From an optimization exercise on the open Yosys and OpenROAD flow, aimed at small area, a short achievable clock period and few clock cycles; shortcuts taken in it are not production practice.
RTL that was checked went through simulation tests only; none was proved equivalent to the original.

==> zinc: inputs <==
## huffman
module huffman(clk, reset, gray_data, gray_valid, CNT_valid, CNT1, CNT2, CNT3, CNT4, CNT5, CNT6,
    code_valid, HC1, HC2, HC3, HC4, HC5, HC6, M1, M2, M3, M4, M5, M6);
==> module huffman, before the edit <==
module huffman(clk, reset, gray_data, gray_valid, CNT_valid, CNT1, CNT2, CNT3, CNT4, CNT5, CNT6,
    code_valid, HC1, HC2, HC3, HC4, HC5, HC6, M1, M2, M3, M4, M5, M6);
input clk;
input reset;
input gray_valid;
input [2:0] gray_data;
output reg CNT_valid;
output [7:0] CNT1, CNT2, CNT3, CNT4, CNT5, CNT6;
output reg code_valid;
output [7:0] HC1, HC2, HC3, HC4, HC5, HC6;
output [7:0] M1, M2, M3, M4, M5, M6;
reg        rq;                   
reg        mg;                   
reg        ph;                   
reg [6:1]  sa, sb;               
reg [6:0]  w   [1:6];            
reg [5:1]  mem [2:6];            
reg [4:0]  hc  [1:6];            
reg [4:1]  m   [1:6];            
integer i, j;
reg  [6:1] v;                    
always @(*) begin
	v[6] = 1'b1;
	for (i = 1; i <= 5; i = i + 1) begin
		v[i] = 1'b1;
		for (j = i + 1; j <= 6; j = j + 1)
			v[i] = v[i] & !mem[j][i];
	end
end
function inset;
	input integer i, s;
	begin
		inset = (s < i) ? mem[i][s] : 1'b0;
	end
endfunction
function lt7;
	input [6:0] a, b;
	integer n;
	reg br;
	begin
		br = 1'b0;
		for (n = 0; n < 6; n = n + 1)
			br = (~a[n] & b[n]) | (~a[n] & br) | (b[n] & br);
		lt7 = ~a[6] & (b[6] | br);
	end
endfunction
reg [6:1] sm [1:6];
always @(*) begin
	for (i = 1; i <= 6; i = i + 1)
		sm[i][i] = 1'b0;
	for (i = 1; i <= 6; i = i + 1)
		for (j = i + 1; j <= 6; j = j + 1) begin
			sm[j][i] = v[i] && (!v[j] || lt7(w[i], w[j]));
			sm[i][j] = !sm[j][i];
		end
end
reg [6:1] r0, r1, dec;
always @(*) begin
	for (i = 1; i <= 6; i = i + 1) begin
		r0[i] = (sm[i] == 6'd0);
		r1[i] = (sm[i] != 6'd0) && ((sm[i] & (sm[i] - 6'd1)) == 6'd0);
		dec[i] = gray_valid && (gray_data == i);
	end
end
reg [6:0] wa, wb;
reg [6:1] sab, lo, in_a, in_ab, m0;
always @(*) begin
	wa = 7'd0;
	wb = 7'd0;
	sab = sa | sb;
	for (i = 1; i <= 6; i = i + 1) begin
		if (sa[i]) wa = wa | w[i];
		if (sb[i]) wb = wb | w[i];
		lo[i] = 1'b0;
		for (j = i + 1; j <= 6; j = j + 1)
			lo[i] = lo[i] | (sab[i] & sab[j]);
	end
	for (j = 1; j <= 6; j = j + 1) begin
		in_a[j]  = sa[j];
		in_ab[j] = sab[j];
		for (i = j + 1; i <= 6; i = i + 1) begin
			in_a[j]  = in_a[j]  | (sa[i]  & inset(i, j));
			in_ab[j] = in_ab[j] | (sab[i] & inset(i, j));
		end
	end
	for (i = 1; i <= 6; i = i + 1) begin
		m0[i] = !v[i];
		for (j = 1; j < i; j = j + 1)
			m0[i] = m0[i] | inset(i, j);
	end
end
wire [6:0] wlo = wa[5:0] + wb[5:0] + {5'd0, !mg};
wire [6:0] wsum = {wa[6] | wb[6] | wlo[6], wlo[5:0]};
wire wen = !mg || ph;
wire done = (v[5:1] == 5'd0);
assign CNT1 = {1'b0, w[1]};
assign CNT2 = {1'b0, w[2]};
assign CNT3 = {1'b0, w[3]};
assign CNT4 = {1'b0, w[4]};
assign CNT5 = {1'b0, w[5]};
assign CNT6 = {1'b0, w[6]};
assign HC1 = {3'd0, hc[1]};
assign HC2 = {3'd0, hc[2]};
assign HC3 = {3'd0, hc[3]};
assign HC4 = {3'd0, hc[4]};
assign HC5 = {3'd0, hc[5]};
assign HC6 = {3'd0, hc[6]};
assign M1 = {3'd0, m[1], 1'b1};
assign M2 = {3'd0, m[2], 1'b1};
assign M3 = {3'd0, m[3], 1'b1};
assign M4 = {3'd0, m[4], 1'b1};
assign M5 = {3'd0, m[5], 1'b1};
assign M6 = {3'd0, m[6], 1'b1};
always @(posedge clk) begin
	rq <= reset;
	if (reset) begin
		mg <= 1'b0;
		ph <= 1'b0;
	end else begin
		mg <= mg || (!rq && !gray_valid && sa != 6'd0);
		ph <= mg && !ph && !done;
	end
	CNT_valid <= !reset && !rq && !mg && !gray_valid && sa != 6'd0;
	code_valid <= !reset && mg && (done || (ph && v[5:1] == lo[5:1]));
	sa <= mg ? r0 : dec;
	sb <= mg ? r1 : 6'd0;
end
always @(posedge clk) begin
	for (i = 1; i <= 6; i = i + 1) begin
		if (rq)
			w[i] <= 7'd0;
		else if (wen && sab[i])
			w[i] <= wsum;
		for (j = 1; j < i; j = j + 1)
			if (rq)
				mem[i][j] <= 1'b0;
			else if (ph && sab[i] && in_ab[j])
				mem[i][j] <= 1'b1;
		if (rq) begin
			m[i]  <= 4'd0;
			hc[i] <= 5'd0;
		end else if (ph && in_ab[i]) begin
			m[i]  <= m[i] | {m[i][3:1], m0[i]};
			hc[i] <= hc[i] | ({5{in_a[i]}} & {m[i][3:1], m0[i], 1'b1} & ~{m[i], m0[i]});
		end
	end
end
endmodule
clock: 9.0 ns
lec_check: 0
abc_clock_period_in_ps: 2800
cap_margin: 20
core_margin: 2
core_utilization: 65
place_density: 0.8
slew_margin: 20
tns_end_percent: 30
standard.sh (not shown) runs the stock make flow with config.mk's settings and CLKGATE_MAP_FILE= SYNTH_SCRIPT=/design/flow/synth_recipe.tcl, a recipe that flattens the netlist after the stock synthesis.
==> flow/flow/run.sh <==
#!/bin/bash
# The standard layout, with each port buffered by a plain buffer (buf_1) instead of the
# delay-cell buffer buffer_ports picks by default, a clock tree of fewer, larger clusters
# without dummy loads, one tie cell per constant instead of one per port, and timing repair aimed at a 2.8 ns period.
# Full make output goes to flow.log here; each ORFS step's log is under orfs/logs/.
set -euo pipefail
export BUFFER_PORTS_ARGS="-buffer_cell sky130_fd_sc_hd__buf_1"
export CTS_ARGS="-sink_clustering_enable -repair_clock_nets -sink_clustering_size 30 -sink_clustering_max_diameter 100 -root_buf sky130_fd_sc_hd__clkbuf_16 -buf_list {sky130_fd_sc_hd__clkbuf_4 sky130_fd_sc_hd__clkbuf_8} -dont_use_dummy_load"
bash standard.sh SETUP_SLACK_MARGIN=6.2 SKIP_REPAIR_TIE_FANOUT=1 finish > flow.log 2>&1
==> harbor: changes against zinc <==
--- a/flow/design.v
+++ b/flow/design.v
@@ -41,5 +41,5 @@
 		br = 1'b0;
-		for (n = 0; n < 6; n = n + 1)
+		for (n = 0; n < 7; n = n + 1)
 			br = (~a[n] & b[n]) | (~a[n] & br) | (b[n] & br);
-		lt7 = ~a[6] & (b[6] | br);
+		lt7 = br;
 	end
@@ -91,4 +91,3 @@
 end
-wire [6:0] wlo = wa[5:0] + wb[5:0] + {5'd0, !mg};
-wire [6:0] wsum = {wa[6] | wb[6] | wlo[6], wlo[5:0]};
+wire [6:0] wsum = wa + wb + {6'd0, !mg};
 wire wen = !mg || ph;
- TNS_END_PERCENT: 30 -> not set
==> raven: changes against zinc <==
==> flow/design.v (replaced) <==
module huffman(clk, reset, gray_data, gray_valid, CNT_valid, CNT1, CNT2, CNT3, CNT4, CNT5, CNT6,
    code_valid, HC1, HC2, HC3, HC4, HC5, HC6, M1, M2, M3, M4, M5, M6);
input clk;
input reset;
input gray_valid;
input [2:0] gray_data;
output reg CNT_valid;
output [7:0] CNT1, CNT2, CNT3, CNT4, CNT5, CNT6;
output reg code_valid;
output [7:0] HC1, HC2, HC3, HC4, HC5, HC6;
output [7:0] M1, M2, M3, M4, M5, M6;
reg        mg;                   
reg        ph;                   
reg [6:1]  sa, sb;               
reg [6:0]  w   [1:6];            
reg [6:1]  v;                    
reg [6:1]  mem [1:6];            
reg [4:0]  hc  [1:6];            
reg [4:1]  m   [1:6];            
reg [6:1]  m0;                   
integer i, j;
function lt7;
	input [6:0] a, b;
	integer n;
	reg br;
	begin
		br = 1'b0;
		for (n = 0; n < 7; n = n + 1)
			br = (~a[n] & b[n]) | (~a[n] & br) | (b[n] & br);
		lt7 = br;
	end
endfunction
reg [6:1] sm [1:6];
always @(*) begin
	for (i = 1; i <= 6; i = i + 1)
		sm[i][i] = 1'b0;
	for (i = 1; i <= 6; i = i + 1)
		for (j = i + 1; j <= 6; j = j + 1) begin
			sm[j][i] = v[i] && (!v[j] || lt7(w[i], w[j]));
			sm[i][j] = !sm[j][i];
		end
end
reg [6:1] r0, r1, dec;
always @(*) begin
	for (i = 1; i <= 6; i = i + 1) begin
		r0[i] = (sm[i] == 6'd0);
		r1[i] = (sm[i] != 6'd0) && ((sm[i] & (sm[i] - 6'd1)) == 6'd0);
		dec[i] = gray_valid && !reset && (gray_data == i);
	end
end
reg [6:0] wa, wb;
reg [6:1] sab, lo, in_a, in_ab;
always @(*) begin
	wa = 7'd0;
	wb = 7'd0;
	sab = sa | sb;
	for (i = 1; i <= 6; i = i + 1) begin
		if (sa[i]) wa = wa | w[i];
		if (sb[i]) wb = wb | w[i];
		lo[i] = 1'b0;
		for (j = i + 1; j <= 6; j = j + 1)
			lo[i] = lo[i] | (sab[i] & sab[j]);
	end
	for (j = 1; j <= 6; j = j + 1) begin
		in_a[j]  = sa[j];
		in_ab[j] = sab[j];
		for (i = j + 1; i <= 6; i = i + 1) begin
			in_a[j]  = in_a[j]  | (sa[i]  & mem[i][j]);
			in_ab[j] = in_ab[j] | (sab[i] & mem[i][j]);
		end
	end
	for (i = 1; i <= 6; i = i + 1)
		m0[i] = !v[i] || (mem[i] != 6'd0);
end
wire [6:0] wsum = wa + wb + {6'd0, !mg};
wire wen = !mg || ph;
wire done = (v[5:1] == 5'd0);
assign CNT1 = {1'b0, w[1]};
assign CNT2 = {1'b0, w[2]};
assign CNT3 = {1'b0, w[3]};
assign CNT4 = {1'b0, w[4]};
assign CNT5 = {1'b0, w[5]};
assign CNT6 = {1'b0, w[6]};
assign HC1 = {3'd0, hc[1]};
assign HC2 = {3'd0, hc[2]};
assign HC3 = {3'd0, hc[3]};
assign HC4 = {3'd0, hc[4]};
assign HC5 = {3'd0, hc[5]};
assign HC6 = {3'd0, hc[6]};
assign M1 = {3'd0, m[1], 1'b1};    
assign M2 = {3'd0, m[2], 1'b1};    
assign M3 = {3'd0, m[3], 1'b1};    
assign M4 = {3'd0, m[4], 1'b1};    
assign M5 = {3'd0, m[5], 1'b1};    
assign M6 = {3'd0, m[6], 1'b1};    
always @(posedge clk) begin
	if (reset) begin
		mg <= 1'b0;
		ph <= 1'b0;
	end else begin
		mg <= mg || (!gray_valid && sa != 6'd0);
		ph <= mg && !ph && !done;
	end
	CNT_valid <= !reset && !mg && !gray_valid && sa != 6'd0;
	code_valid <= !reset && mg && (done || (ph && v[5:1] == lo[5:1]));
	sa <= (mg && !reset) ? r0 : dec;
	sb <= (mg && !reset) ? r1 : 6'd0;
end
always @(posedge clk) begin
	for (i = 1; i <= 6; i = i + 1) begin
		if (reset) begin
			w[i]   <= 7'd0;
			v[i]   <= 1'b1;
			mem[i] <= 6'd0;
		end else begin
			if (wen && sab[i]) w[i] <= wsum;
			if (ph && lo[i]) v[i] <= 1'b0;
			if (ph && sab[i]) mem[i] <= (mem[i] | in_ab) & ((6'd1 << (i - 1)) - 6'd1);
		end
		if (ph && in_ab[i]) begin
			m[i]  <= {m[i][3:1] & {3{m0[i]}}, m0[i]};
			hc[i] <= m0[i] ? hc[i] | ({5{in_a[i]}} & {m[i][3:1], 2'b11} & ~{m[i], 1'b1})
			               : {4'd0, in_a[i]};
		end
	end
end
endmodule
==> flow/flow/run.sh (replaced) <==
#!/bin/bash
# The standard layout, with each port buffered by a plain buffer (buf_2) instead of the
# delay-cell buffer buffer_ports picks by default. Full make output goes to flow.log here;
# each ORFS step's log is under orfs/logs/.
set -euo pipefail
export BUFFER_PORTS_ARGS="-buffer_cell sky130_fd_sc_hd__buf_2"
bash standard.sh > flow.log 2>&1
- CORE_UTILIZATION: 65 -> 40
- PLACE_DENSITY: 0.8 -> not set
- SETUP_SLACK_MARGIN: not set -> 5.0
- TNS_END_PERCENT: 30 -> not set
==> impl_metrics.env <==
export IMPL_status="timing/DRC/antenna clean"
export IMPL_dp_cells=1138
export IMPL_syn_cell_area_um2=7592
export IMPL_vias=7605
export IMPL_syn_avg_cell_area_um2=7.585
export IMPL_first_pass_iters=8
export IMPL_comb_multi_input_count=700
export IMPL_critical_path_slowest_cell="dfxtp_2"
export IMPL_rows=39
export IMPL_crit_end="CNT2[6]"
export IMPL_multiInputGateArea_um2=4323
export IMPL_grtUsageMet1_pct=49.06
export IMPL_met2_length_mm=9.775
export IMPL_seq_cell_count=128
-- figures above: harbor

==> impl_metrics.env <==
export IMPL_first_pass_iters=6
export IMPL_seq_cell_count=128
export IMPL_syn_avg_cell_area_um2=7.598
export IMPL_dp_cells=1095
export IMPL_cts_max_path_buffers=2
export IMPL_crit_end="CNT5[5]"
export IMPL_vias=7254
export IMPL_rows=38
export IMPL_pg_comb_uw=333
export IMPL_setup_viol=0
export IMPL_max_slew_margin_pct=24.35
export IMPL_comb_multi_input_count=662
export IMPL_status="timing/DRC/antenna clean"
export IMPL_syn_cell_area_um2=7302
export IMPL_seq_cell_power_uw=622
export IMPL_met2_length_mm=9.033
export IMPL_met1_length_mm=8.931
export IMPL_grtUsageMet1_pct=50.04
-- figures above: zinc

==> impl_metrics.env <==
export IMPL_status="timing/DRC/antenna clean"
export IMPL_vias=7662
export IMPL_final_setup_worst_slack_ns=5.776
export IMPL_whs_ns=0.5218
export IMPL_met1_length_mm=11.65
export IMPL_dp_cells=1317
export IMPL_combPwrFrac_pct=13.0
export IMPL_grt_usage_pct=23.87
export IMPL_multiInputGateArea_um2=4332
export IMPL_crit_end="CNT2[4]"
export IMPL_critical_path_slowest_cell="dfxtp_1"
export IMPL_syn_cell_area_um2=8244
export IMPL_syn_avg_cell_area_um2=8.187
export IMPL_first_pass_iters=7
-- figures above: raven

Testbench counts of zinc, summed over its fixed seeds: cycles 27,112.
Testbench counts of harbor, summed over its fixed seeds: cycles 27,112.
For raven, only the layout was checked, not whether the RTL still works.

[static timing again, ports no longer ideal]
The results above use ideal ports. As a check the final layouts listed here were re-extracted and re-timed, cells and wires unchanged. Step 1: set_driving_cell puts a clkbuf_16 on clk and a buf_2 on each other input, an assumption about the parent block. Step 2, shift: input delay + t, output delay - t, t = (earliest + latest rising clock arrival at the registers) / 2. This alone moves slack from input paths to output paths. a / b / c = ideal / step 1 / step 2; a / b = the first two.
| run | t (ns) | setup WS [ns] | latest minus earliest clock arrival (ns) |
|---|---|---|---|
| zinc | 0.391 | 6.124 / 6.084 / 6.224 | 0.032 / 0.032 |
| harbor | 0.399 | 6.206 / 6.165 / 6.245 | 0.035 / 0.036 |
| raven | 0.463 | 5.776 / 5.737 / 5.571 | 0.010 / 0.009 |
After both steps every run listed still meets setup and hold. For raven, which loses most, drivers alone change the setup slack by -0.039 ns; drivers and shift together by -0.205 ns.
